Source: an optimization exercise on an open RTL-to-GDS flow (aim: small area and a short achievable clock period). Production flows keep margins and buffers that such runs may drop.
RTL that was checked went through simulation tests only; none was proved equivalent to the original.
Power and IR drop assume default switching activity.

oak:
## fpu
module fpu #(
    parameter WIDTH = 24
)(
    input   logic clk,
    input   wire logic [WIDTH - 1:0] a,
    input   wire logic [WIDTH - 1:0] b,
    input   wire logic [3:0]         opcode,
    output  logic [WIDTH - 1:0] result
);
    wire       abig;
    fp_gt23 u_abig (.x(a[22:0]), .y(b[22:0]), .gt(abig));
    wire       egt;
    fp_gt8 u_egt (.x(a[22:15]), .y(b[22:15]), .gt(egt));
    wire [3:0] dab   = a[18:15] - b[18:15];
    wire [3:0] dba   = b[18:15] - a[18:15];
    logic [23:0] a1, b1;
    logic [3:0]  op1;
    logic        abig1, abig1m;    
    logic        eff1;              
    logic [3:0]  sh1;      
    logic        ha1, hb1;  
    always_ff @(posedge clk) begin
        a1    <= a;
        b1    <= b;
        op1   <= opcode;
        abig1 <= abig;
        abig1m <= abig;
        eff1  <= a[23] ^ b[23] ^ opcode[2];
        sh1   <= egt ? dab : dba;    
        ha1   <= a[22:15] != 8'd0;
        hb1   <= b[22:15] != 8'd0;
    end
    wire is_as   = (op1 == 4'b0000) || (op1 == 4'b0100);
    wire is_max  = (op1 == 4'b0001);
    wire is_min  = (op1 == 4'b0010);
    wire is_fl   = (op1 == 4'b1000);
    wire is_ce   = (op1 == 4'b1001);
    wire is_mul  = (op1 == 4'b0011);
    wire is_abs  = (op1 == 4'b0101);
    wire is_neg  = (op1 == 4'b0110);
    wire        sa = a1[23];
    wire [7:0]  ea = a1[22:15];
    wire [14:0] fa = a1[14:0];
    wire        sb = b1[23];
    wire [7:0]  eb = b1[22:15];
    wire [14:0] fb = b1[14:0];
    wire [15:0] ma     = {ha1, fa};
    wire [15:0] mb     = {hb1, fb};
    wire        sbx    = sb ^ op1[2];
    wire        effsub = eff1;
    wire [15:0] max_   = ma ^ {16{effsub}};
    wire [15:0] mbx    = mb ^ {16{effsub}};
    wire [15:0] maxm   = abig1 ? ma : mb;
  ...
Size in the first run: ~2200 cells after synthesis, roughly 77 I/O pins.
clock: 8.5 ns
lec_check: 0
cap_margin: 20
core_margin: 2
core_utilization: 40
setup_slack_margin: 5
slew_margin: 20
synth_hierarchical: 1
synth_minimum_keep_size: 0
run.sh (not shown) runs the stock make flow with config.mk's settings and CLKGATE_MAP_FILE= SYNTH_SCRIPT=/design/flow/synth_recipe.tcl, a recipe that flattens the netlist after the stock synthesis.
For pine, these inputs were changed with respect to oak:
diff --git a/flow/design.v b/flow/design.v
--- a/flow/design.v
+++ b/flow/design.v
@@ -1210,52 +1210,51 @@
     wire        frz  = ~|rf;
     wire        lt1  = ~th[0] & (ea != 8'd127);
     wire        fup  = sa & fhf;
     wire [7:0]  fl_ei = ea[7] ? {ea[7:4], ea[3:0] + 4'd1} : 8'd128;
     wire [23:0] fl_r = {sa, lt1 ? 8'd0 : (fup & frz) ? fl_ei : ea,
                         rf[14:1], rf[0] | (fup & ~frz)};
     wire        chf  = ~th[22] & |(fa & cm);
     wire [14:0] cx   = fa | ~hm;
     wire [15:0] cpa;                       
     assign cpa[0] = 1'b1;
     generate for (k = 0; k < 15; k = k + 1) begin : g_cpa
-        assign cpa[k + 1] = &cx[k:0];
+        assign cpa[k + 1] = cpa[k] & cx[k];
     end endgenerate
-    wire [7:0]  ce_ei = {ea[7:5], ea[4:0] + 5'd1};
     wire [23:0] ce_r = ~chf ? a1 :
                        sa   ? {1'b1, ea, fa & ~cm} :
-                              {1'b0, cpa[15] ? ce_ei : ea, fa ^ (hm & cpa[14:0])};
+                              {1'b0, ea[7:5], ea[4:0] + {4'd0, cpa[15]}, fa ^ (hm & cpa[14:0])};
     wire [23:0] pass_r =
         (is_max | is_min) ? mm :
         is_fl  ? fl_r :
         is_ce  ? ce_r :
         is_abs ? {1'b0, a1[22:0]} :
         is_neg ? {~sa, a1[22:0]} :
         (sa ? 24'hbf8000 : 24'h3f8000);
     wire [31:0] r0, r1;
     fp_mul_tree u_tree (.fa(fa), .fb(fb), .r0(r0), .r1(r1));
     wire        lo_co;     
     fp_cy10 u_lo (.x(r0[9:0]), .y(r1[9:0]), .co(lo_co));
     wire [8:0]  sum9  = {1'b0, ea} + {1'b0, eb};
     wire [8:0]  e9    = sum9 - 9'd127;
     wire        mzero = ~ha1 || ~hb1 || (sum9 < 9'd128);
     wire        movf  = sum9 >= 9'd382;
     wire        meq   = sum9 == 9'd381;
     wire        msign = sa ^ sb;
     wire        is_pass = ~is_mul & ~is_as;
     wire [56:0] d2_mul  = {meq, movf, mzero, msign, e9[7:0], lo_co, r1[31:10], r0[31:10]};
     wire [56:0] d2_as   = {31'd0, ssign, maxe, sum};
-    wire [23:0] d2_passn = ~(pass_r & {24{is_pass}});
+    wire [56:0] d2_pass = {33'd0, pass_r & {24{is_pass}}};
     wire [56:0] d2_in;
     generate for (k = 0; k < 24; k = k + 1) begin : g_d2
-        fp_sel u_sel (.sa(is_as), .a(d2_as[k]), .sb(is_mul), .b(d2_mul[k]), .cn(d2_passn[k]), .y(d2_in[k]));
+        fp_sel u_sel (.sa(is_as), .a(d2_as[k]), .sb(is_mul), .b(d2_mul[k]), .c(d2_pass[k]), .y(d2_in[k]));
     end endgenerate
     assign d2_in[25:24] = is_mul ? d2_mul[25:24] : d2_as[25:24];
     assign d2_in[56:26] = d2_mul[56:26];
     logic        k_mul, k_as, k_sub;
     logic [56:0] d2;
     always_ff @(posedge clk) begin
         k_mul <= is_mul;
         k_as  <= is_as;
         k_sub <= effsub;
         d2    <= d2_in;
     end
@@ -1275,28 +1274,23 @@
     wire        ps_co;
     fp_add22 u_cpa (.x(d2[21:0]), .y(d2[43:22]), .ci(d2[44]),
                     .s(ps), .co(ps_co));
     wire [16:0] p     = ps[21:5];          
     wire [7:0]  pe0   = d2[52:45];
     wire [7:0]  pe1   = d2[52:45] + 8'd1;
     wire [7:0]  pe    = p[16] ? pe1 : pe0;
     wire [14:0] pm    = p[16] ? p[15:1] : p[14:0];
     wire        povf  = d2[55] | (d2[56] & p[16]);
     wire [23:0] mul_r = d2[54] ? 24'd0 : povf ? 24'h7f8000 : {d2[53], pe, pm};
     wire [23:0] as_r = k_sub ? sub_r : add_r;
-    wire [23:0] pass3n = ~(d2[23:0] & {24{~k_mul & ~k_as}});
+    wire [23:0] pass3 = d2[23:0] & {24{~k_mul & ~k_as}};
     wire [23:0] res_in;
     generate for (k = 0; k < 24; k = k + 1) begin : g_res
-        fp_sel u_sel (.sa(k_as), .a(as_r[k]), .sb(k_mul), .b(mul_r[k]), .cn(pass3n[k]), .y(res_in[k]));
+        fp_sel u_sel (.sa(k_as), .a(as_r[k]), .sb(k_mul), .b(mul_r[k]), .c(pass3[k]), .y(res_in[k]));
     end endgenerate
     always_ff @(posedge clk) begin
         result <= res_in;
     end
 endmodule
-module fp_sel (input wire sa, input wire a, input wire sb, input wire b, input wire cn, output wire y);
-    wire t;
-    fp_a22oi u_t (.a1(sa), .a2(a), .b1(sb), .b2(b), .y(t));
-    fp_nand  u_y (.a(t), .b(cn), .y(y));
-endmodule
-module fp_a22oi (input wire a1, input wire a2, input wire b1, input wire b2, output wire y);
-    assign y = ~((a1 & a2) | (b1 & b2));
+module fp_sel (input wire sa, input wire a, input wire sb, input wire b, input wire c, output wire y);
+    assign y = (sa & a) | (sb & b) | c;
 endmodule
==> comparison <==
The switching power in pine is 0.950 times that in oak.
The more densely filled core belongs to pine, not oak.
Total placed cells including tap cells: pine vs oak down 1.7%
pine vs oak on HPWL reported at the end of detailed placement: pine is the lower one.
Arrival time at the worst endpoint, pine and oak: smaller value in oak
Re power per cell area: oak was higher than pine.
Total number of H-tree levels came out exactly the same in pine and oak.
Diff oak -> pine | total of fill cells in the finished design | decrease of 152
| total met2 wirelength after detailed routing | oak vs pine | ≈ equal |
No functional check of the RTL was part of any run of this note.

---

== run A ==
Another version of the RTL of fpu (not shown whole).
Size: about 2100 cells after synthesis, ~77 I/O pins.
==> module fpu, before the edit <==
module fpu #(
    parameter WIDTH = 24
)(
    input   logic clk,
    input   wire logic [WIDTH - 1:0] a,
    input   wire logic [WIDTH - 1:0] b,
    input   wire logic [3:0]         opcode,
    output  logic [WIDTH - 1:0] result
);
    wire       abig  = a[22:0] > b[22:0];
    wire       egt   = a[22:15] > b[22:15];
    wire [3:0] dab   = a[18:15] - b[18:15];
    logic [23:0] a1, b1;
    logic [3:0]  op1;
    logic        abig1, abig1m;    
    logic        eff1;              
    logic [3:0]  sh1;      
    logic        ha1, hb1;  
    always_ff @(posedge clk) begin
        a1    <= a;
        b1    <= b;
        op1   <= opcode;
        abig1 <= abig;
        abig1m <= abig;
        eff1  <= a[23] ^ b[23] ^ opcode[2];
        sh1   <= egt ? dab : 4'd0 - dab;    
        ha1   <= a[22:15] != 8'd0;
        hb1   <= b[22:15] != 8'd0;
    end
    wire is_as   = (op1 == 4'b0000) || (op1 == 4'b0100);
    wire is_max  = (op1 == 4'b0001);
    wire is_min  = (op1 == 4'b0010);
    wire is_fl   = (op1 == 4'b1000);
    wire is_ce   = (op1 == 4'b1001);
    wire is_mul  = (op1 == 4'b0011);
    wire is_abs  = (op1 == 4'b0101);
    wire is_neg  = (op1 == 4'b0110);
    wire        sa = a1[23];
    wire [7:0]  ea = a1[22:15];
    wire [14:0] fa = a1[14:0];
    wire        sb = b1[23];
    wire [7:0]  eb = b1[22:15];
    wire [14:0] fb = b1[14:0];
    wire [15:0] ma     = {ha1, fa};
    wire [15:0] mb     = {hb1, fb};
    wire        sbx    = sb ^ op1[2];
    wire        effsub = eff1;
    wire [15:0] max_   = ma ^ {16{effsub}};
    wire [15:0] mbx    = mb ^ {16{effsub}};
    wire [15:0] maxm   = abig1 ? ma : mb;
    wire [15:0] minx   = abig1 ? mbx : max_;
    wire [7:0]  maxe   = abig1m ? ea : eb;
    wire [31:0] shx    = {{16{effsub}}, minx} >> sh1;
    wire        ssign  = abig1m ? sa : sbx;
    wire [16:0] sum;
    fp_add16 u_add (.x(maxm), .y(shx[15:0]), .ci(effsub), .s(sum[15:0]), .co(sum[16]));
    wire        a_gt = (sa == sb) ? (abig1m ^ sa) : sb;
    wire [23:0] mm   = (a_gt ^ is_min) ? a1 : b1;
    wire [22:0] th;
    genvar k;
    generate for (k = 0; k < 23; k = k + 1) begin : g_th
        assign th[k] = ea >= 8'(128 + k);
    end endgenerate
    wire [14:0] fmask;     
    wire [14:0] cm;        
    wire [14:0] hm;        
    generate for (k = 0; k < 15; k = k + 1) begin : g_masks
        assign fmask[k] = th[14 - k];
        assign cm[k]    = th[8 + k];
        assign hm[k]    = th[22 - k];
    end endgenerate
    wire [14:0] rf   = fa & fmask;
    wire        fhf  = |(fa & ~fmask);
    wire        frz  = ~|rf;
    wire        lt1  = ~th[0] & (ea != 8'd127);
    wire        fup  = sa & fhf;
    wire [23:0] fl_r = {sa, lt1 ? 8'd0 : (fup & frz) ? ea + 8'd1 : ea,
                        rf[14:1], rf[0] | (fup & ~frz)};
    wire        chf  = ~th[22] & |(fa & cm);
    wire [14:0] cx   = fa | ~hm;
    wire [15:0] cpa;                       
    assign cpa[0] = 1'b1;
    generate for (k = 0; k < 15; k = k + 1) begin : g_cpa
        assign cpa[k + 1] = cpa[k] & cx[k];
    end endgenerate
    wire [23:0] ce_r = ~chf ? a1 :
                       sa   ? {1'b1, ea, fa & ~cm} :
                              {1'b0, ea + {7'd0, cpa[15]}, fa ^ (hm & cpa[14:0])};
    wire [23:0] pass_r =
        (is_max | is_min) ? mm :
        is_fl  ? fl_r :
        is_ce  ? ce_r :
        is_abs ? {1'b0, a1[22:0]} :
        is_neg ? {~sa, a1[22:0]} :
        (sa ? 24'hbf8000 : 24'h3f8000);
    wire [31:0] r0, r1;
    fp_mul_tree u_tree (.fa(fa), .fb(fb), .r0(r0), .r1(r1));
    wire        lo_co;     
    fp_cy10 u_lo (.x(r0[9:0]), .y(r1[9:0]), .co(lo_co));
    wire [8:0]  sum9  = {1'b0, ea} + {1'b0, eb};
    wire [8:0]  e9    = sum9 - 9'd127;
    wire        mzero = ~ha1 || ~hb1 || (sum9 < 9'd128);
    wire        movf  = sum9 >= 9'd382;
    wire        meq   = sum9 == 9'd381;
    wire        msign = sa ^ sb;
    wire        is_pass = ~is_mul & ~is_as;
    wire [56:0] d2_mul  = {meq, movf, mzero, msign, e9[7:0], lo_co, r1[31:10], r0[31:10]};
    wire [56:0] d2_as   = {31'd0, ssign, maxe, sum};
    wire [56:0] d2_pass = {33'd0, pass_r & {24{is_pass}}};
    wire [56:0] d2_in;
    generate for (k = 0; k < 24; k = k + 1) begin : g_d2
        fp_sel u_sel (.sa(is_as), .a(d2_as[k]), .sb(is_mul), .b(d2_mul[k]), .c(d2_pass[k]), .y(d2_in[k]));
    end endgenerate
    assign d2_in[25:24] = is_mul ? d2_mul[25:24] : d2_as[25:24];
    assign d2_in[56:26] = d2_mul[56:26];
    logic        k_mul, k_as, k_sub;
    logic [56:0] d2;
    always_ff @(posedge clk) begin
        k_mul <= is_mul;
        k_as  <= is_as;
        k_sub <= effsub;
        d2    <= d2_in;
    end
    wire [16:0] m  = d2[16:0];
    wire [7:0]  me = d2[24:17];
    wire        ms = d2[25];
    logic [3:0] lz;
    always_comb begin
        lz = 4'd15;
        for (int i = 0; i < 16; i++)
            if (m[i]) lz = 4'(15 - i);
    end
    wire [15:0] nsh   = m[15:0] << lz;
    wire [23:0] add_r = m[16] ? {ms, me + 8'd1, m[15:1]} : {ms, me, m[14:0]};
    wire [23:0] sub_r = (m[15:0] == 16'd0) ? {ms, 23'd0} : {ms, me - {4'd0, lz}, nsh[14:0]};
    wire [21:0] ps;                        
    wire        ps_co;
    fp_add22 u_cpa (.x(d2[21:0]), .y(d2[43:22]), .ci(d2[44]),
                    .s(ps), .co(ps_co));
    wire [16:0] p     = ps[21:5];          
    wire [7:0]  pe0   = d2[52:45];
    wire [7:0]  pe1   = d2[52:45] + 8'd1;
    wire [7:0]  pe    = p[16] ? pe1 : pe0;
    wire [14:0] pm    = p[16] ? p[15:1] : p[14:0];
    wire        povf  = d2[55] | (d2[56] & p[16]);
    wire [23:0] mul_r = d2[54] ? 24'd0 : povf ? 24'h7f8000 : {d2[53], pe, pm};
    wire [23:0] as_r = k_sub ? sub_r : add_r;
    wire [23:0] pass3 = d2[23:0] & {24{~k_mul & ~k_as}};
    wire [23:0] res_in;
    generate for (k = 0; k < 24; k = k + 1) begin : g_res
        fp_sel u_sel (.sa(k_as), .a(as_r[k]), .sb(k_mul), .b(mul_r[k]), .c(pass3[k]), .y(res_in[k]));
    end endgenerate
    always_ff @(posedge clk) begin
        result <= res_in;
    end
endmodule
==> flow/config.mk <==
export PLATFORM = sky130hd
export DESIGN_NAME = fpu
export DESIGN_NICKNAME = fpu
export VERILOG_FILES = /design/flow/design.v
export SDC_FILE = /design/flow/constraint.sdc
export NUM_CORES = 4
export LEC_CHECK = 0
export CAP_MARGIN = 20
export CORE_MARGIN = 2
export CORE_UTILIZATION = 40
export SETUP_SLACK_MARGIN = 5
export SLEW_MARGIN = 20
export SYNTH_HIERARCHICAL = 1
export SYNTH_MINIMUM_KEEP_SIZE = 0
==> flow/constraint.sdc <==
create_clock -name core_clock -period 8.5 [get_ports {clk}]
set_input_delay 1.7000 -clock core_clock [delete_from_list [all_inputs] [get_ports {clk}]]
set_output_delay 1.7000 -clock core_clock [all_outputs]
set_load 0.01 [all_outputs]
The inputs of run B differ from those of run A as listed below.
diff --git a/flow/design.v b/flow/design.v
--- a/flow/design.v
+++ b/flow/design.v
@@ -1056,5 +1056,6 @@
     wire        lt1  = ~th[0] & (ea != 8'd127);
     wire        fup  = sa & fhf;
-    wire [23:0] fl_r = {sa, lt1 ? 8'd0 : (fup & frz) ? ea + 8'd1 : ea,
+    wire [7:0]  fl_ei = ea[7] ? {ea[7:4], ea[3:0] + 4'd1} : 8'd128;
+    wire [23:0] fl_r = {sa, lt1 ? 8'd0 : (fup & frz) ? fl_ei : ea,
                         rf[14:1], rf[0] | (fup & ~frz)};
     wire        chf  = ~th[22] & |(fa & cm);
@@ -1067,5 +1068,5 @@
     wire [23:0] ce_r = ~chf ? a1 :
                        sa   ? {1'b1, ea, fa & ~cm} :
-                              {1'b0, ea + {7'd0, cpa[15]}, fa ^ (hm & cpa[14:0])};
+                              {1'b0, ea[7:5], ea[4:0] + {4'd0, cpa[15]}, fa ^ (hm & cpa[14:0])};
     wire [23:0] pass_r =
         (is_max | is_min) ? mm :
## What came out
- Against run A as the reference, run B delivers a higher achievable clock frequency.
- Sequential power of run A is on par with run B.
- For the die width, run B came in 0.69% lower than run A did.
- Higher area of the die among run B and run A: run A
- Area of placed instances in run B vs run A: down 2.1%
- Final cell count | run B below run A
- Delta (run B minus run A): portion of total power attributed to the clock network dropped 0.5 points, share of total power consumed by net switching climbed 0.42 points, area of all placed cells without fillers dropped 4.6%, number of non-clock inverters in the layout dropped 3, portion of total power attributed to combinational logic barely changed.
- The actual transition at the worst max-transition pin of run B falls short of that of run A by 97 ps.
- Side by side, max-slew headroom at the worst pin turned out higher in run B than in run A.
- [diff] slack of the critical path, run B relative to run A: improvement
For run A, only the layout was checked, not whether the RTL still works.

re-timing with driven ports:
No port has a modelled driver above. Below, the same layouts with a new extraction and two added sets of constraints. Step 1 assumes that a clkbuf_16 drives the clock port and a buf_2 every other input. Step 2 adds t to the input delays and takes it off the output delays; t is the mean of the earliest and latest rising clock arrival at the registers after step 1. Input paths then give back, and output paths get back, about the clock's delay inside the block. Slacks: no drivers / after step 1 / after step 2; pairs: no drivers / after step 1.
run | shift t [ns] | slack for setup (ns) | worst register clock-pin slew, ns | pins driven straight from the clock port
oak | 0.532 | 4.997 / 4.997 / 4.700 | 0.09 / 0.09 | 1
pine | 0.522 | 4.916 / 4.916 / 4.688 | 0.08 / 0.08 | 1
run A | 0.534 | 4.702 / 4.702 / 4.655 | 0.08 / 0.08 | 1
run B | 0.514 | 4.971 / 4.971 / 4.554 | 0.07 / 0.07 | 1
After both steps setup and hold are still met in every run listed. The setup slack of run B, which loses most, moves by 0.000 ns with the drivers and by -0.417 ns with both steps.
